This design comes from an exercise in tuning for small area and a short achievable clock period on the open sky130 flow, not from production work. RTL that was checked went through simulation tests only; none was proved equivalent to the original. No functional check of the RTL was part of runs 3 and 4. Power figures rest on the tool's default switching activity, not on a simulated workload.

<file path="flow/config.mk">
export PLATFORM = sky130hd
export DESIGN_NAME = mult_top
export DESIGN_NICKNAME = mult_top
export VERILOG_FILES = /design/flow/design.v
export SDC_FILE = /design/flow/constraint.sdc
export NUM_CORES = 4
export LEC_CHECK = 0
export ABC_AREA = 1
export CAP_MARGIN = 20
export CORE_MARGIN = 2
export CORE_UTILIZATION = 40
export SETUP_SLACK_MARGIN = 3.0
export SLEW_MARGIN = 20
</file>
<file path="flow/constraint.sdc">
create_clock -name core_clock -period 7.0 [get_ports {clk}]
set_input_delay 1.4000 -clock core_clock [delete_from_list [all_inputs] [get_ports {clk}]]
set_output_delay 1.4000 -clock core_clock [all_outputs]
set_load 0.01 [all_outputs]
</file>
<file path="flow/design.v">
module elm_log13(
    input  [12:0] a,
    output [3:0]  n,
    output [2:0]  f
    );
    wire        z3 = ~|a[12:5];
    wire [12:0] a1 = z3 ? {a[4:0], 8'd0} : a;
    wire        z2 = ~|a1[12:9];
    wire [12:0] a2 = z2 ? {a1[8:0], 4'd0} : a1;
    wire        z1 = ~|a2[12:11];
    wire [12:0] a3 = z1 ? {a2[10:0], 2'd0} : a2;
    wire        z0 = ~a3[12];
    wire [11:0] a4 = z0 ? {a3[10:0], 1'b0} : a3[11:0];
    wire        az = ~a3[12] & ~a3[11];
    assign n = az ? 4'd0 : 4'd12 - {z3, z2, z1, z0};
    assign f = a4[11:9];
endmodule
module elm_stage1(
    input  [15:0] x,
    input  [15:0] y,
    output [17:0] e,
    output        sf0,
    output [3:0]  nx,
    output [2:0]  fx,
    output [3:0]  ny,
    output [2:0]  fy,
    output        s
    );
    wire x_one = x[13] ^ x[14];
    wire x_two = ~x_one & (x[15] ^ x[14]);
    wire x_neg = x[15] & ~(x[14] & x[13]);
    wire y_one = y[13] ^ y[14];
    wire y_two = ~y_one & (y[15] ^ y[14]);
    wire y_neg = y[15] & ~(y[14] & y[13]);
    wire [17:0] ys = {{2{y[15]}}, y};
    wire [17:0] xs = {{4{x[13]}}, x[13:0]};
    wire [17:0] pa = (({18{x_one}} & ys) | ({18{x_two}} & {ys[16:0], 1'b0})) ^ {18{x_neg}};
    wire [17:0] pb = (({18{y_one}} & xs) | ({18{y_two}} & {xs[16:0], 1'b0})) ^ {18{y_neg}};
    assign e = pa + pb + {17'd0, x_neg};
    assign sf0 = y_neg;
    elm_log13 lx(.a(x[12:0] ^ {13{x[13]}}), .n(nx), .f(fx));
    elm_log13 ly(.a(y[12:0] ^ {13{y[13]}}), .n(ny), .f(fy));
    wire nz = (x[13] | (|x[7:0])) & (y[13] | (|y[7:0]));
    assign s = nz & (x[13] ^ y[13]);
endmodule
module elm_stage2(
    input  [17:0] e,
    input         sf0,
    input  [7:0]  l,
    input         s,
    input         z,
    output [31:0] p
    );
    wire [4:0] k = l[7:3];
    wire [2:0] f = l[2:0];
    wire [28:0] d = {28'd0, ~z} << k;
    wire [25:0] a = d[25:0] | ({26{f[2]}} & d[26:1])
                            | ({26{f[1]}} & d[27:2])
                            | ({26{f[0]}} & d[28:3]);
    wire [27:0] m = {s, s, a ^ {26{s}}};
    wire        c14 = sf0 & (|m[13:0]);
    assign p[13:0]  = m[13:0] - {13'd0, sf0};
    assign p[31:14] = e + {{4{m[27]}}, m[27:14]} + {17'd0, c14};
endmodule
module mult_top(
    input clk,
    input  [15:0] x,
    input  [15:0] y,
    output reg [31:0] p_out
    );
    wire [17:0] e;
    wire        sf0, s;
    wire [3:0]  nx, ny;
    wire [2:0]  fx, fy;
    elm_stage1 s1(.x(x), .y(y), .e(e), .sf0(sf0),
                  .nx(nx), .fx(fx), .ny(ny), .fy(fy), .s(s));
    reg [17:0] e_r;
    reg        sf0_r, s_r, z_r;
    reg [6:0]  lx_r, ly_r;
    always @(posedge clk) begin
        e_r   <= e;
        sf0_r <= sf0;
        s_r   <= s;
        z_r   <= ~((x[13] | (|x[7:0])) & (y[13] | (|y[7:0])));
        lx_r  <= {nx, fx};
        ly_r  <= {ny, fy};
    end
    wire [7:0]  l = {1'b0, lx_r} + {1'b0, ly_r};
    wire [31:0] p;
    elm_stage2 s2(.e(e_r), .sf0(sf0_r), .l(l), .s(s_r), .z(z_r), .p(p));
    always @(posedge clk)
        p_out <= p;
endmodule
</file>
<file path="flow/flow/run.sh">
#!/bin/bash
# Layout flow: the standard ORFS flow (standard.sh) with these changes:
#  - synthesis runs flow/synth.tcl: synth_recipe.tcl with ABC using flow/abc.script;
#  - Yosys's full/half adder extraction is off (ADDER_MAP_FILE empty), so ABC
#    maps the adders itself;
#  - the port buffers are sky130_fd_sc_hd__buf_2 instead of the delay buffer
#    buffer_ports picks by default.
# make's full output goes to flow_make.log; each tool's log is under orfs/logs/.
set -euo pipefail
cd "$(dirname "$0")/.."
export FLOW_ABC_SCRIPT="$PWD/flow/abc.script"
sed "s#synth_recipe.tcl#flow/synth.tcl#" standard.sh > flow_standard.sh
bash flow_standard.sh ADDER_MAP_FILE= "BUFFER_PORTS_ARGS=-buffer_cell sky130_fd_sc_hd__buf_2" finish > flow_make.log 2>&1
</file>
<file path="flow/flow/abc.script">
strash
dch
map -D 5000
topo
stime -c
buffer -c
upsize -c
dnsize -c
</file>
<file path="flow/flow/synth.tcl">
# synth_recipe.tcl (the standard synthesis) with one change: the abc call uses
# flow/abc.script in place of ORFS's ABC script.
proc synth {args} { yosys synth -nofsm -noshare {*}$args }
proc abc {args} {
  set i [lsearch -exact $args -script]
  lset args [expr {$i + 1}] $::env(FLOW_ABC_SCRIPT)
  yosys abc {*}$args
}
source $::env(SCRIPTS_DIR)/synth.tcl
# left out here: clear keep_hierarchy, flatten, clean up, hide names made inside functions, write 1_2_yosys.v
</file>
<file path="flow/standard.sh">
#!/bin/bash
# synth_recipe.tcl (not shown) runs the flow's synth.tcl, then flattens the netlist and writes it again
# the make line also repeats each setting of config.mk as NAME=value (left out here)
make -C /OpenROAD-flow-scripts/flow DESIGN_CONFIG=/design/flow/config.mk WORK_HOME=/design/flow/orfs CLKGATE_MAP_FILE= SYNTH_SCRIPT=/design/flow/synth_recipe.tcl "${@:-finish}"
</file>
==> impl_metrics.toml, run 1 <==
[timing]
max_freq_mhz = 235
fin_tns_setup_ns = 0
maxSlewViolCount = 0
post-route-min-period_ns = 4.25
worst_pin_slew_ns = 0.772
setup_viol = 0
rsz0062_at_grt = "yes"
hold_viol = 0
relSlewSlack_pct = 47.9
finalCritPeriodShare_pct = 60.8
fin_worst_skew_ns = 0.00487

[floorplanning]
start_util_pct = 41.0
die_w_um = 124
ios = 65
rows = 43
core_um2 = 13900
dieArea_um2 = 15300
chipHeight_um = 124

[routing]
first_iter_violations = 309
viasPerCell = 4.91
wl_per_cell_um = 13.0
drc = 0
dr.pass1.iters = 5
vias = 6080
ant_nets = 0
totalWireLength_um = 16200

[final_layout]
area_growth_pct = 45.1
antenna_cells = 0
layout_commonest_cell = "inv_1"
mostFrequentLayoutCells = "125 x inv_1, 118 x nor2_1, 96 x nand2_1"
final_layout_size_suffix_gt1_share_pct = 35.7
layout.nets = 1086
final_area_um2 = 8290

[place]
placed_area_um2 = 6330
port_buffers = 64
gp_congestion = 0.918
hpwl_um = 10800

[pwr]
p_leak_nw = 3.87
powerDensity_nw_per_um2 = 391
ir_worst_vdd_mv = 0.214

[worst_setup_path]
cpPeakStageDelay_ns = 0.29
cp-end-kind = "flip-flop"
path_delay_family = "compound AO/OA/AOI/OAI gates"
timing.critical_path.buf_inv = 4
arrival_ns = 4.48
crit_type = "in -> reg"
cpMaxStageDelayCell = "o31ai_4"
startpoint_type = "primary input"
crit_fanout = 8
worstPathRequired_ns = 7.23

[grt]
busiest_layer = "met2"
grt.total_usage_pct = 20.2
grt_pass1_vias = 5558
grt_util_met3_pct = 3.00
grt_pass1_wl_um = 24600
grt_overflow = 0
grt_max_degree = 22
antenna_found_initial = 0
met1_usage_pct = 25.5
grtUsageMet2_pct = 34.7

[cts]
clk_latency_ns = 0.34
numCtsBuffers = 9
clock-sinks = 67
htreeDepth = 3
cts_tree = "built"
ctsLongestPathBuffers = 2
hold_buffers = 0
path_clk_slew_ns = 0.06
cts-root-buf = "clkbuf_16"

[synthesis]
ys_seq_elements = 67
synth_ff_type = "dfxtp_1"
synth_area_leader_cell = "dfxtp_1"
yosysWarnings = 1
synth_edf_count = 0
synth_top_area_share_pct = 23.5
syn_area_um2 = 5720
netlist_instances = 885
yosysSeqAreaShare_pct = 23.5
syn_nets = 918
synth_top_cells_by_area = "dfxtp_1 23%, xor2_1 14%, nor2_1 10%, inv_1 9.7%, nand2_1 7.2%"
synth_cell_types = 51
synthArstFlopShare_pct = 0
syn_avg_cell_area_um2 = 6.46

[outcome]
status = "no timing/DRC/antenna violations"

[min_path]
min-delay-path-class = "reg -> reg"

[flow_run]
max_cap_viol_count = 0
-- sequential cells by signal, summed over array words and instances, names as in the netlist --
register,cells
e_r,18
lx_r,7
ly_r,7
p_out,32
s_r,1
sf0_r,1
z_r,1
-- worst paths after layout --
kind,to,cells after the start,slack [ns],start
setup reg to reg,p_out[23]$_DFF_P_,32,2.75,lx_r[2]$_DFF_P_
hold / removal,p_out[31]$_DFF_P_,2,0.57,e_r[17]$_DFF_P_
setup / recovery,e_r[17]$_DFF_P_,25,2.75,y[13]
hold reg to reg,p_out[31]$_DFF_P_,2,0.57,e_r[17]$_DFF_P_
-- tightest hold or removal path, delay by kind of cell, from the launching register on --
family	cells	cell delay, ns
flip-flops	1	0.33
XOR/XNOR	2	0.20
-- routing by layer --
layer / vias to the layer above / share of wire [%]
li1: 3161 / -
met1: 2722 / 45
met2: 159 / 49
met3: 38 / 3.8
met4: 0 / 2.8
met5: - / 0
-- kinds of logic after synthesis --
| kind of cell | Yosys count | share of synthesized area (%) |
|---|---|---|
| AND/OR/NAND/NOR | 335 | 25.5 |
| multiplexers | 1 | 0.175 |
| XOR/XNOR | 128 | 19.7 |
| flip-flops | 67 | 23.5 |
| AO/OA/AOI/OAI | 180 | 19.6 |
| buffers and inverters | 174 | 11.6 |
-- cell type report --
cell class,instances,area (um^2)
multi-input cells,644,4490
clock inverters,7,77.6
repair buffers,173,1300
flip-flops and latches,67,1340
fillers,1258,5640
clock buffers,9,225
well taps,180,225
inverters,158,626
-- stage by stage --
stage / instances / setup WS [ns] / utilization [%] / power (mW) / hold WS, ns
after floorplan: 885 / 2.59 / - / 1.76 / 0.496
after global placement: 1117 / 1.76 / 45.4 / 2.08 / 0.564
after detailed placement: 1117 / 1.67 / 45.4 / 2.08 / 0.560
after CTS: 1204 / 2.81 / 54.0 / 2.86 / 0.567
after global routing: 1238 / 2.43 / 59.5 / 3.50 / 0.596
final: 1238 / 2.75 / 59.5 / 3.25 / 0.575
-- what timing repair did --
action	4_1_cts	5_1_grt
gates resized for setup	90	123
setup buffers	71	34
pin swaps	33	62
setup endpoints to repair	27	32
-- synth_stat cells (2+ instances only) --
| cell | number |
|---|---|
| a211oi_1 | 2 |
| a21oi_2 | 2 |
| buf_2 | 4 |
| nor3_1 | 7 |
| o21ai_0 | 34 |
| nor2_2 | 9 |
| nand3_1 | 19 |
| and2_4 | 2 |
| and2_1 | 8 |
| xnor2_1 | 33 |
| o31ai_1 | 5 |
| inv_2 | 10 |
| nand3_2 | 2 |
| o41ai_1 | 4 |
| nand4_1 | 5 |
| buf_1 | 4 |
| nand2_2 | 5 |
| or2_2 | 6 |
| nor2_4 | 2 |
| inv_1 | 148 |
| xor2_1 | 94 |
| a31oi_1 | 4 |
| clkbuf_1 | 7 |
| a221oi_1 | 2 |
| o211ai_1 | 4 |
| o221ai_1 | 6 |
| a22oi_1 | 10 |
| a21oi_1 | 64 |
| nor4_1 | 4 |
| o21ai_1 | 3 |
| nor2_1 | 153 |
| o22ai_1 | 30 |
| nand2_1 | 109 |
| dfxtp_1 | 67 |
-- power by group --
part	leakage [nW]	total, mW	switching, mW	internal [mW]
sequential	0.564	0.583	0.0510	0.532
combinational	3.17	2.21	1.29	0.926
clock	0.134	0.451	0.174	0.277
==> run 2, diff against run 1 <==
==> flow/flow/abc.script (replaced) <==
strash
dch
map -B 0.9
topo
==> run 2 against run 1 <==
Compared with the run above:
- area after synthesis is 6.7% higher
- sequential share of layout area is 2.1 points higher
- die area is 6.5% higher
- first-iteration DRC count rose by 0.65%
- core utilization fell by 11 points
- power down 20%
==> impl_metrics.toml, run 2 <==
[outcome]
status = "no timing/DRC/antenna violations"

[grt]
grt_max_degree = 36
antenna_found_initial = 0
grt.total_usage_pct = 19.1
grt_overflow = 0
grt_pass1_wl_um = 25600
grt_pass1_vias = 5740

[routing]
vias = 6479
wl_per_cell_um = 11.3
drc = 0
first_iter_violations = 311
ant_nets = 0
viasPerCell = 4.79
totalWireLength_um = 15300
dr.pass1.iters = 5

[cts]
ctsLongestPathBuffers = 2
hold_buffers = 0
clk_latency_ns = 0.34
numCtsBuffers = 9
htreeDepth = 3
path_clk_slew_ns = 0.05
cts_tree = "built"
cts-root-buf = "clkbuf_16"
clock-sinks = 67

[synthesis]
synthArstFlopShare_pct = 0
synth_compound_area_share_pct = 13.4
synth_area_leader_cell = "dfxtp_1"
syn_area_um2 = 6100
synth_cell_types = 30
synth_edf_count = 0
yosysWarnings = 1
synth_top_cells_by_area = "dfxtp_1 22%, nand2_1 20%, xor2_1 10%, clkinv_1 10%, nor2_1 9.3%"
syn_nets = 1102
synthAdderAreaFrac_pct = 0
netlist_instances = 1069
synth_top_area_share_pct = 22.0
synth_top_family_by_area = "simple AND/OR/NAND/NOR gates"
synth.area.mux_share_pct = 0.492
synth-simple-area-share_pct = 38.6
synth.most_common_cell = "nand2_1"
syn_avg_cell_area_um2 = 5.71
yosysSeqAreaShare_pct = 22.0
ys_seq_elements = 67
synth_common_cells = "323 x nand2_1, 169 x clkinv_1, 151 x nor2_1"
synth_ff_type = "dfxtp_1"
synth-xor-area-share_pct = 15.1

[timing]
setup_ws_ns = 3.26
fin_worst_skew_ns = 0.00716
worst_pin_slew_ns = 0.630
max_freq_mhz = 267
rsz0062_at_grt = "no"
hold_viol = 0
maxSlewViolCount = 0
setup_viol = 0
fin_tns_setup_ns = 0
relSlewSlack_pct = 57.5
finalCritPeriodShare_pct = 53.4
post-route-min-period_ns = 3.74

[min_path]
whs_path_depth = 3
whs_endpoint = "p_out[31]$_DFF_P_"
min-delay-path-class = "reg -> reg"
min_from = "e_r[17]$_DFF_P_"

[final_layout]
regArea_um2 = 1340
layout_commonest_cell = "nand2_1"
final_layout_size_suffix_gt1_share_pct = 13.7
area_growth_pct = 20.0
largest_reg_flops = 32
mostFrequentLayoutCells = "314 x nand2_1, 161 x clkinv_1, 131 x nor2_1"
fill_cells = 1637
reg_top3 = "p_out (32), e_r (18)"
layout.nets = 1192
final_area_um2 = 7320
regMostFlops = "p_out"
multi_input_area_um2 = 4340
antenna_cells = 0

[worst_setup_path]
startpoint_type = "primary input"
arrival_ns = 4.00
cp-end-kind = "flip-flop"
critPathLaunch = "x[13]"
path_delay_family = "simple AND/OR/NAND/NOR gates"
rr_worst_depth = 23
cpMaxStageDelayCell = "o21ai_0"
path_common_cell = "nand2_1"
cpPeakStageDelay_ns = 0.37
crit_fanout = 19
timing.critical_path.cells = "buf_8, xnor2_1, nand2_1, nor3b_1, nand2_1, o21ai_0, nor2_1, nand2_1, clkinv_1, o21ai_1, inv_2, nor2_2, o21ai_0, o22ai_1, nand2_1, o21ai_0"
reg2reg_from = "lx_r[2]$_DFF_P_"
reg2reg_setup_slack_ns = 3.46
worstPathRequired_ns = 7.26
crit_type = "in -> reg"
r2r_end = "p_out[31]$_DFF_P_"
timing.critical_path.buf_inv = 3

[floorplanning]
start_util_pct = 40.6
ios = 65
core_um2 = 15000
rows = 45
chipHeight_um = 128
die_w_um = 128
dieArea_um2 = 16300

[pwr]
switching_share_pct = 48.4
p_leak_nw = 3.31
internal_power_mw = 1.34
seq_power_share_pct = 22.1
p_sw_mw = 1.26
p_clk_share_pct = 15.6
powerDensity_nw_per_um2 = 355
combPwrFrac_pct = 62.2
ir_worst_vdd_mv = 0.143

[flow_run]
max_cap_viol_count = 0

[place]
place_ws_ns = 2.17
gp_congestion = 0.988
port_buffers = 64
placed_area_um2 = 6690
hpwl_um = 12400
-- run 2: cell count changes in the layout (fill, tap and decap cells not counted), sizes merged, moves of 5 or more --
cell / change
o21ai: +24
nor2: -13
o221ai: -7
xor2: -22
a22oi: -8
or2: +5
inv: -155
and2: -8
nand2: +209
buf: -94
a21oi: -37
nand3: +47
clkinv: +164
-- run 2: layout make-up --
type	count	share of cell area, %
Inverter	169	9.16
Clock buffer	12	3.37
Sequential cell	67	18.3
Multi-Input combinational cell	833	59.3
Clock inverter	4	0.359
Timing Repair Buffer	79	6.30
Tap cell	188	3.21
-- run 2: power by group through the flow --
stage	Combinational, mW	Clock (mW)	Sequential, mW
2_1_floorplan	1.13	0	0.617
3_3_place_gp	1.52	0	0.580
3_5_place_dp	1.52	0	0.583
4_1_cts	1.54	0.423	0.575
5_1_grt	1.86	0.436	0.587
6_report	1.62	0.406	0.575
-- run 2: worst max-delay path by stage --
stage | cells past startpoint | end
floorplan | 14 | e_r[14]$_DFF_P_
global placement | 16 | e_r[14]$_DFF_P_
detailed placement | 16 | e_r[14]$_DFF_P_
CTS | 17 | e_r[14]$_DFF_P_
global route | 30 | p_out[31]$_DFF_P_
finish | 16 | lx_r[0]$_DFF_P_
-- run 2: layer usage --
| metal | track usage [%] | share of wire [%] | up-vias |
|---|---|---|---|
| li1 | - | - | 3591 |
| met1 | 25.4 | 49 | 2681 |
| met2 | 30.5 | 43 | 174 |
| met3 | 2.81 | 4.5 | 33 |
| met4 | 9.05 | 3.0 | 0 |
| met5 | 0 | 0 | - |
-- run 2: through the flow --
stage	std cells	total power [mW]	util (%)	hold WS (ns)
6_report	1352	2.60	48.7	0.548
5_1_grt	1352	2.88	48.7	0.584
4_1_cts	1340	2.54	46.6	0.557
3_5_place_dp	1324	2.11	44.5	0.547
3_3_place_gp	1324	2.10	44.5	0.541
2_1_floorplan	1069	1.75	-	0.475
-- run 2: repair_timing --
| item | 4_1_cts | 5_1_grt |
|---|---|---|
| pin swaps | 0 | 4 |
| setup buffers | 0 | 12 |
| endpoints found under the setup margin | 29 | 34 |
| gates resized for setup | 20 | 61 |
| hold endpoints to repair | 0 | 0 |
-- run 2: kinds of logic after synthesis --
family,after synthesis
simple gates,581
xor+xnor,105
compound gates,144
flops,67
buf+inv,169
mux,3
-- run 2: worst register-to-register path, delay by kind of cell, from the launching register on --
kind	cells	cell delay, ns
xor+xnor	1	0.24
simple gates	17	2.10
buf+inv	3	0.35
compound gates	2	0.41
flops	1	0.33
==> run 3, diff against run 2 <==
--- a/flow/design.v
+++ b/flow/design.v
@@ -38,3 +38,3 @@
     wire [17:0] pb = (({18{y_one}} & xs) | ({18{y_two}} & {xs[16:0], 1'b0})) ^ {18{y_neg}};
-    assign e = pa + pb + {17'd0, x_neg};
+    elm_add #(.W(18), .LV(5)) add_e(.a(pa), .b(pb), .ci(x_neg), .s(e));
     assign sf0 = y_neg;
@@ -62,3 +62,30 @@
     assign p[13:0]  = m[13:0] - {13'd0, sf0};
-    assign p[31:14] = e + {{4{m[27]}}, m[27:14]} + {17'd0, c14};
+    elm_add #(.W(18), .LV(5)) add_p(.a(e), .b({{4{m[27]}}, m[27:14]}), .ci(c14), .s(p[31:14]));
+endmodule
+module elm_add #(parameter W = 18, parameter LV = 5) (
+    input  [W-1:0] a,
+    input  [W-1:0] b,
+    input          ci,
+    output [W-1:0] s
+    );
+    wire [W-1:0] g [0:LV];
+    wire [W-1:0] p [0:LV];
+    wire [W-1:0] h = a ^ b;
+    assign g[0] = (a & b) | {{(W-1){1'b0}}, h[0] & ci};
+    assign p[0] = h;
+    genvar l, i;
+    generate
+        for (l = 0; l < LV; l = l + 1) begin : g_lv
+            for (i = 0; i < W; i = i + 1) begin : g_bit
+                if ((i >> l) & 1) begin : g_op
+                    assign g[l+1][i] = g[l][i] | (p[l][i] & g[l][((i >> l) << l) - 1]);
+                    assign p[l+1][i] = p[l][i] & p[l][((i >> l) << l) - 1];
+                end else begin : g_pass
+                    assign g[l+1][i] = g[l][i];
+                    assign p[l+1][i] = p[l][i];
+                end
+            end
+        end
+    endgenerate
+    assign s = h ^ {g[LV][W-2:0], ci};
 endmodule
@@ -87,3 +114,4 @@
     end
-    wire [7:0]  l = {1'b0, lx_r} + {1'b0, ly_r};
+    wire [7:0]  l;
+    elm_add #(.W(8), .LV(3)) add_l(.a({1'b0, lx_r}), .b({1'b0, ly_r}), .ci(1'b0), .s(l));
     wire [31:0] p;
==> flow/run.sh (new file) <==
#!/bin/bash
# synth_recipe.tcl (not shown) runs the flow's synth.tcl, then flattens the netlist and writes it again
# the make line also repeats each setting of config.mk as NAME=value (left out here)
make -C /OpenROAD-flow-scripts/flow DESIGN_CONFIG=/design/flow/config.mk WORK_HOME=/design/flow/orfs CLKGATE_MAP_FILE= SYNTH_SCRIPT=/design/flow/synth_recipe.tcl finish
--- a/flow/config.mk
+++ b/flow/config.mk
@@ -7,3 +7,3 @@
 export LEC_CHECK = 0
-export ABC_AREA = 1
+export ABC_AREA = 0
 export CAP_MARGIN = 20
@@ -11,3 +11,2 @@
 export CORE_UTILIZATION = 40
-export SETUP_SLACK_MARGIN = 3.0
 export SLEW_MARGIN = 20
removed: flow/flow/run.sh
removed: flow/flow/abc.script
removed: flow/flow/synth.tcl
removed: flow/standard.sh
==> run 3 against run 2 <==
Compared with the run above:
- clock skew about the same
- global-route usage decreased by 0.74 points
- synthesized cell count decreased by 31%
- count of clock-buffer cells in the layout decreased by 2
- power decreased by 1.1%
==> impl_metrics.toml, run 3 <==
[outcome]
status = "no timing/DRC/antenna violations"

[worst_setup_path]
rr_worst_depth = 24
crit_fanout = 10
reg2reg_from = "ly_r[0]$_DFF_P_"
worstPathRequired_ns = 7.22
crit_type = "reg -> reg"
critPathLaunch = "ly_r[0]$_DFF_P_"
timing.critical_path.cells = "ha_1, inv_1, fa_1, fa_1, xnor2_2, mux2i_1, o211ai_1, nor2_1, and4_1, mux2_2, inv_2, o41ai_2, fa_1, fa_1, nor2b_1, o21ai_0, a21oi_1, o31ai_1, a21oi_1, a211o_1, a21oi_1, o21bai_1, fa_1, xnor2_1"
arrival_ns = 6.78
r2r_end = "p_out[31]$_DFF_P_"
cpMaxStageDelayCell = "mux2i_1"
cp-end-kind = "flip-flop"
reg2reg_setup_slack_ns = 0.44
cpPeakStageDelay_ns = 0.49
path_common_cell = "fa_1"
startpoint_type = "flip-flop"

[routing]
viasPerCell = 5.70
vias = 5490
wl_per_cell_um = 15.4
first_iter_violations = 547
drc = 0
ant_nets = 0
totalWireLength_um = 14800
dr.pass1.iters = 5

[timing]
post-route-min-period_ns = 6.56
finalCritPeriodShare_pct = 93.7
maxSlewViolCount = 0
fin_worst_skew_ns = 0.00710
worst_pin_slew_ns = 0.613
fin_tns_setup_ns = 0
setup_ws_ns = 0.441
setup_viol = 0
hold_viol = 0
max_freq_mhz = 152
relSlewSlack_pct = 58.0
rsz0062_at_grt = "no"
holdWs_ns = 0.550

[floorplanning]
start_util_pct = 41.0
die_w_um = 126
chipHeight_um = 126
ios = 65
dieArea_um2 = 15900
rows = 44
core_um2 = 14500

[final_layout]
final_layout_size_suffix_gt1_share_pct = 8.09
mostFrequentLayoutCells = "67 x xnor2_1, 67 x dfxtp_1, 64 x clkdlybuf4s50_1"
regMostFlops = "p_out"
final_area_um2 = 7120
area_growth_pct = 19.6
regArea_um2 = 1340
reg_top3 = "p_out (32), e_r (18)"
largest_reg_flops = 32
multi_input_area_um2 = 4280
layout.nets = 859
fill_cells = 1407
antenna_cells = 0

[cts]
clock-sinks = 67
cts-root-buf = "clkbuf_16"
cts_tree = "built"
numCtsBuffers = 9
ctsLongestPathBuffers = 2
htreeDepth = 3
hold_buffers = 0
path_clk_slew_ns = 0.05
clk_latency_ns = 0.33

[pwr]
p_total_mw = 2.57
ir_worst_vdd_mv = 0.149
powerDensity_nw_per_um2 = 361
p_leak_nw = 2.79

[min_path]
min-delay-path-class = "reg -> reg"
whs_endpoint = "p_out[30]$_DFF_P_"
whs_path_depth = 1
min_from = "e_r[16]$_DFF_P_"

[grt]
grt_pass1_vias = 5015
grt.total_usage_pct = 18.4
grt_max_degree = 38
antenna_found_initial = 0
grt_pass1_wl_um = 24300
grt_overflow = 0

[synthesis]
syn_area_um2 = 5950
ys_seq_elements = 67
synthArstFlopShare_pct = 0
syn_avg_cell_area_um2 = 8.12
synth_top_cells_by_area = "dfxtp_1 23%, xnor2_1 9.9%, ha_1 8.0%, fa_1 4.7%, xor2_1 4.3%"
synth_area_leader_cell = "dfxtp_1"
synth_edf_count = 0
synth_ff_type = "dfxtp_1"
synth_top_area_share_pct = 22.5
synth_common_cells = "67 x dfxtp_1, 67 x xnor2_1, 55 x nor2_1"
syn_nets = 818
yosysWarnings = 3
yosysSeqAreaShare_pct = 22.5
netlist_instances = 733
synth_cell_types = 76

[place]
port_buffers = 64
place_ws_ns = 0.0467
hpwl_um = 11600
placed_area_um2 = 6740
gp_congestion = 0.888

[flow_run]
max_cap_viol_count = 0
-- run 3: area by class of cell --
type | instances | share of cell area, %
inverter | 44 | 2.32
tap | 184 | 3.23
clock inverter | 6 | 1.25
sequential | 67 | 18.8
timing repair buffer | 82 | 10.9
multi-input combinational | 570 | 60.1
clock buffer | 10 | 3.36
-- run 3: how the worst max path moves through the flow --
stage / slack (ns) / cells past startpoint / endpoint
after floorplan: 0.90 / 27 / p_out[31]$_DFF_P_
after global placement: 0.32 / 26 / p_out[31]$_DFF_P_
after detailed placement: 0.05 / 26 / p_out[31]$_DFF_P_
after CTS: 0.03 / 26 / p_out[31]$_DFF_P_
after global routing: 0.06 / 26 / p_out[31]$_DFF_P_
final: 0.44 / 24 / p_out[31]$_DFF_P_
-- run 3: where the power goes --
group	internal, mW	switching, mW
Combinational	0.692	0.813
Clock	0.321	0.165
Sequential	0.535	0.0430
-- run 3: through the flow --
step,util (%),std cells
floorplan,-,733
global placement,46.3,946
detailed placement,46.3,946
CTS,48.6,962
global route,49.0,963
finish,49.0,963
-- run 3: cells by family after synthesis --
kind of cell               synth area share (%)
AOI/OAI and AO/OA                          25.9
and+or+nand+nor                            14.8
xor gates and xnor gates                   14.4
buffers and inverters                      6.39
DFF                                        22.5
adders and majority gates                  12.7
muxes                                      3.20
-- run 3: metal layers --
metal | global-route usage, % | part of all wire [%]
met1 | 24.9 | 47
met2 | 31.0 | 48
met3 | 2.29 | 4.3
met4 | 4.85 | 1.1
met5 | 0 | 0
-- run 3: timing repair --
action | CTS | global route
hold endpoints to repair | 0 | 0
setup endpoints to repair | 0 | 2
gates resized for setup | 0 | 10
buffers inserted | 0 | 1
-- run 3: critical path, delay by kind of cell (launching register included) --
family / cells / cell delay, ns
buffers and inverters: 2 / 0.09
adder cells (fa/ha/maj): 6 / 1.95
AND/OR/NAND/NOR: 3 / 0.65
AO/OA/AOI/OAI: 9 / 2.13
flip-flops: 1 / 0.31
XOR/XNOR: 2 / 0.58
multiplexers: 2 / 0.71
==> run 4, diff against run 3 <==
--- a/flow/config.mk
+++ b/flow/config.mk
@@ -7,3 +7,3 @@
 export LEC_CHECK = 0
-export ABC_AREA = 0
+export ABC_AREA = 1
 export CAP_MARGIN = 20
==> run 4 against run 3 <==
Compared with the run above:
- non-clock buffer count decreased by 13
- maximum frequency increased by 5.6%
- clock power decreased by 16%
- first-iteration DRC count fell by 49%
- largest power group unchanged
==> impl_metrics.toml, run 4 <==
[synthesis]
synth.most_common_cell = "nand2_1"
yosysWarnings = 3
synthArstFlopShare_pct = 0
syn_avg_cell_area_um2 = 7.02
netlist_instances = 920
synth_edf_count = 0
syn_area_um2 = 6460
synth_area_leader_cell = "dfxtp_1"
syn_nets = 1005
synthAdderAreaFrac_pct = 11.7
synth_top_family_by_area = "simple AND/OR/NAND/NOR gates"
synth_top_area_share_pct = 20.8
synth-xor-area-share_pct = 13.6
synth_top_cells_by_area = "dfxtp_1 21%, nand2_1 12%, xor2_1 9.5%, ha_1 7.4%, inv_1 6.9%"
synth.area.mux_share_pct = 0.174
ys_seq_elements = 67
synth_common_cells = "208 x nand2_1, 119 x inv_1, 70 x xor2_1"
yosysSeqAreaShare_pct = 20.8
synth-simple-area-share_pct = 33.2
synth_ff_type = "dfxtp_1"
synth_compound_area_share_pct = 10.2
synth_cell_types = 51

[floorplanning]
ios = 65
die_w_um = 131
rows = 46
start_util_pct = 40.8
chipHeight_um = 131
dieArea_um2 = 17200
core_um2 = 15800

[grt]
grt_overflow = 0
grt_max_degree = 32
grt_pass1_wl_um = 25200
grt_pass1_vias = 5340
grt.total_usage_pct = 18.5
antenna_found_initial = 0

[final_layout]
antenna_cells = 0
area_growth_pct = 16.8
fin_util_pct = 47.7
regMostFlops = "p_out"
final_layout_size_suffix_gt1_share_pct = 11.5
layout_commonest_cell = "nand2_1"
fill_cells = 1620
multi_input_area_um2 = 4450
reg_top3 = "p_out (32), e_r (18)"
regArea_um2 = 1340
layout.nets = 1062
mostFrequentLayoutCells = "208 x nand2_1, 119 x inv_1, 70 x xor2_1"
final_area_um2 = 7540
largest_reg_flops = 32

[place]
placed_area_um2 = 7270
hpwl_um = 11900
port_buffers = 64
gp_congestion = 0.906

[cts]
numCtsBuffers = 9
path_clk_slew_ns = 0.06
htreeDepth = 3
cts_tree = "built"
cts-resized-gates = 0
clk_latency_ns = 0.35
clock-sinks = 67
hold_buffers = 0
post-cts-setup-buffer-count = 0
cts-root-buf = "clkbuf_16"
ctsLongestPathBuffers = 2

[timing]
worst_pin_slew_ns = 0.832
maxSlewViolCount = 0
hold_viol = 0
relSlewSlack_pct = 44.2
rsz0062_at_grt = "no"
finalCritPeriodShare_pct = 88.8
post-route-min-period_ns = 6.21
max_freq_mhz = 161
setup_viol = 0
fin_tns_setup_ns = 0
fin_worst_skew_ns = 0.00706

[min_path]
min_from = "e_r[16]$_DFF_P_"
min-delay-path-class = "reg -> reg"
whs_endpoint = "p_out[30]$_DFF_P_"
whs_path_depth = 1

[pwr]
p_leak_nw = 3.68
p_total_mw = 2.59
ir_worst_vdd_mv = 0.176
powerDensity_nw_per_um2 = 344

[routing]
totalWireLength_um = 14600
vias = 5681
first_iter_violations = 278
dr.pass1.iters = 5
wl_per_cell_um = 12.2
ant_nets = 0
drc = 0
viasPerCell = 4.74

[worst_setup_path]
cpPeakStageDelay_ns = 0.54
cpMaxStageDelayCell = "fa_1"
arrival_ns = 6.45
cp-end-kind = "flip-flop"
reg2reg_from = "lx_r[0]$_DFF_P_"
path_common_cell = "nand2_1"
worstPathRequired_ns = 7.24
reg2reg_setup_slack_ns = 0.79
crit_type = "reg -> reg"
r2r_end = "p_out[31]$_DFF_P_"
crit_fanout = 7
startpoint_type = "flip-flop"
rr_worst_depth = 38

[outcome]
status = "no timing/DRC/antenna violations"

[flow_run]
max_cap_viol_count = 0
-- run 4: cells by family after synthesis --
family / Yosys count
and+or+nand+nor: 431
xor gates and xnor gates: 97
adders and majority gates: 52
buffers and inverters: 164
DFF: 67
muxes: 1
AOI/OAI and AO/OA: 108
-- run 4: report_power, final --
| group | switching, mW | internal (mW) |
|---|---|---|
| sequential | 0.0487 | 0.541 |
| clock | 0.169 | 0.239 |
| combinational | 0.956 | 0.638 |
| total | 1.17 | 1.42 |
-- run 4: metrics by stage --
step	std cells	hold slack, ns	worst slack [ns]
floorplan	920	0.493	1.39
global placement	1182	0.534	0.896
detailed placement	1182	0.535	0.787
CTS	1198	0.549	0.786
global route	1198	0.569	0.147
finish	1198	0.542	0.787
-- run 4: critical path, delay by kind of cell (launching register included) --
kind                       cells  cell delay (ns)
DFF                            1             0.32
and+or+nand+nor               22             2.49
adders and majority gates      6             1.93
AOI/OAI and AO/OA              3             0.74
xor gates and xnor gates       1             0.13
buffers and inverters          6             0.50
-- run 4: final cells by class --
class	count	area share [%]
clock buffer	10	3.04
inverter	141	7.08
sequential	67	17.8
multi-input combinational	689	59.0
clock inverter	6	0.564
tap	216	3.58
timing repair buffer	69	8.99
-- run 4: worst max-delay path by stage --
stage	slack [ns]	cells after the start	start	endpoint
detailed placement	0.79	38	lx_r[0]$_DFF_P_	p_out[31]$_DFF_P_
finish	0.79	38	lx_r[0]$_DFF_P_	p_out[31]$_DFF_P_
global route	0.15	38	lx_r[0]$_DFF_P_	p_out[31]$_DFF_P_
CTS	0.79	38	lx_r[0]$_DFF_P_	p_out[31]$_DFF_P_
global placement	0.90	38	ly_r[0]$_DFF_P_	p_out[30]$_DFF_P_
floorplan	1.39	37	ly_r[0]$_DFF_P_	p_out[30]$_DFF_P_
-- run 4: per-layer routing --
metal	routed length, um	share of wire, %	GRT usage [%]
met5	0	0	0
met4	342	2.3	6.95
met3	545	3.7	2.88
met1	7370	50	25.8
met2	6390	44	28.8

[port drivers added, routing unchanged]
How much do the figures lean on ideal ports? The routed layouts below were timed once more, with nothing changed but the port constraints. Step 1 (the two cells are an assumption about what drives the block):
set clk [get_ports {clk}]
set_driving_cell -lib_cell sky130_fd_sc_hd__clkbuf_16 $clk
set_driving_cell -lib_cell sky130_fd_sc_hd__buf_2 [delete_from_list [all_inputs] $clk]
Step 2, shift: input delay + t, output delay - t, t = (earliest + latest rising clock arrival at the registers) / 2. This alone moves slack from input paths to output paths. Three values: no drivers, after step 1, after step 2; two values: the first two.
run | t, ns | setup WS [ns] | hold WS [ns] | worst setup path after step 2 | slew at the worst register clock pin (ns)
run 1 | 0.376 | 2.746 / 2.724 / 2.348 | 0.575 / 0.575 / 0.575 | input to register | 0.06 / 0.06
run 2 | 0.376 | 3.261 / 3.263 / 2.888 | 0.548 / 0.548 / 0.548 | input to register | 0.05 / 0.05
run 3 | 0.368 | 0.441 / 0.441 / 0.441 | 0.550 / 0.550 / 0.550 | register to register | 0.06 / 0.06
run 4 | 0.380 | 0.787 / 0.787 / 0.787 | 0.542 / 0.542 / 0.542 | register to register | 0.06 / 0.06
After both steps setup and hold are still met in every run listed. For run 1, which loses most, drivers alone change the setup slack by -0.022 ns; drivers and shift together by -0.398 ns.
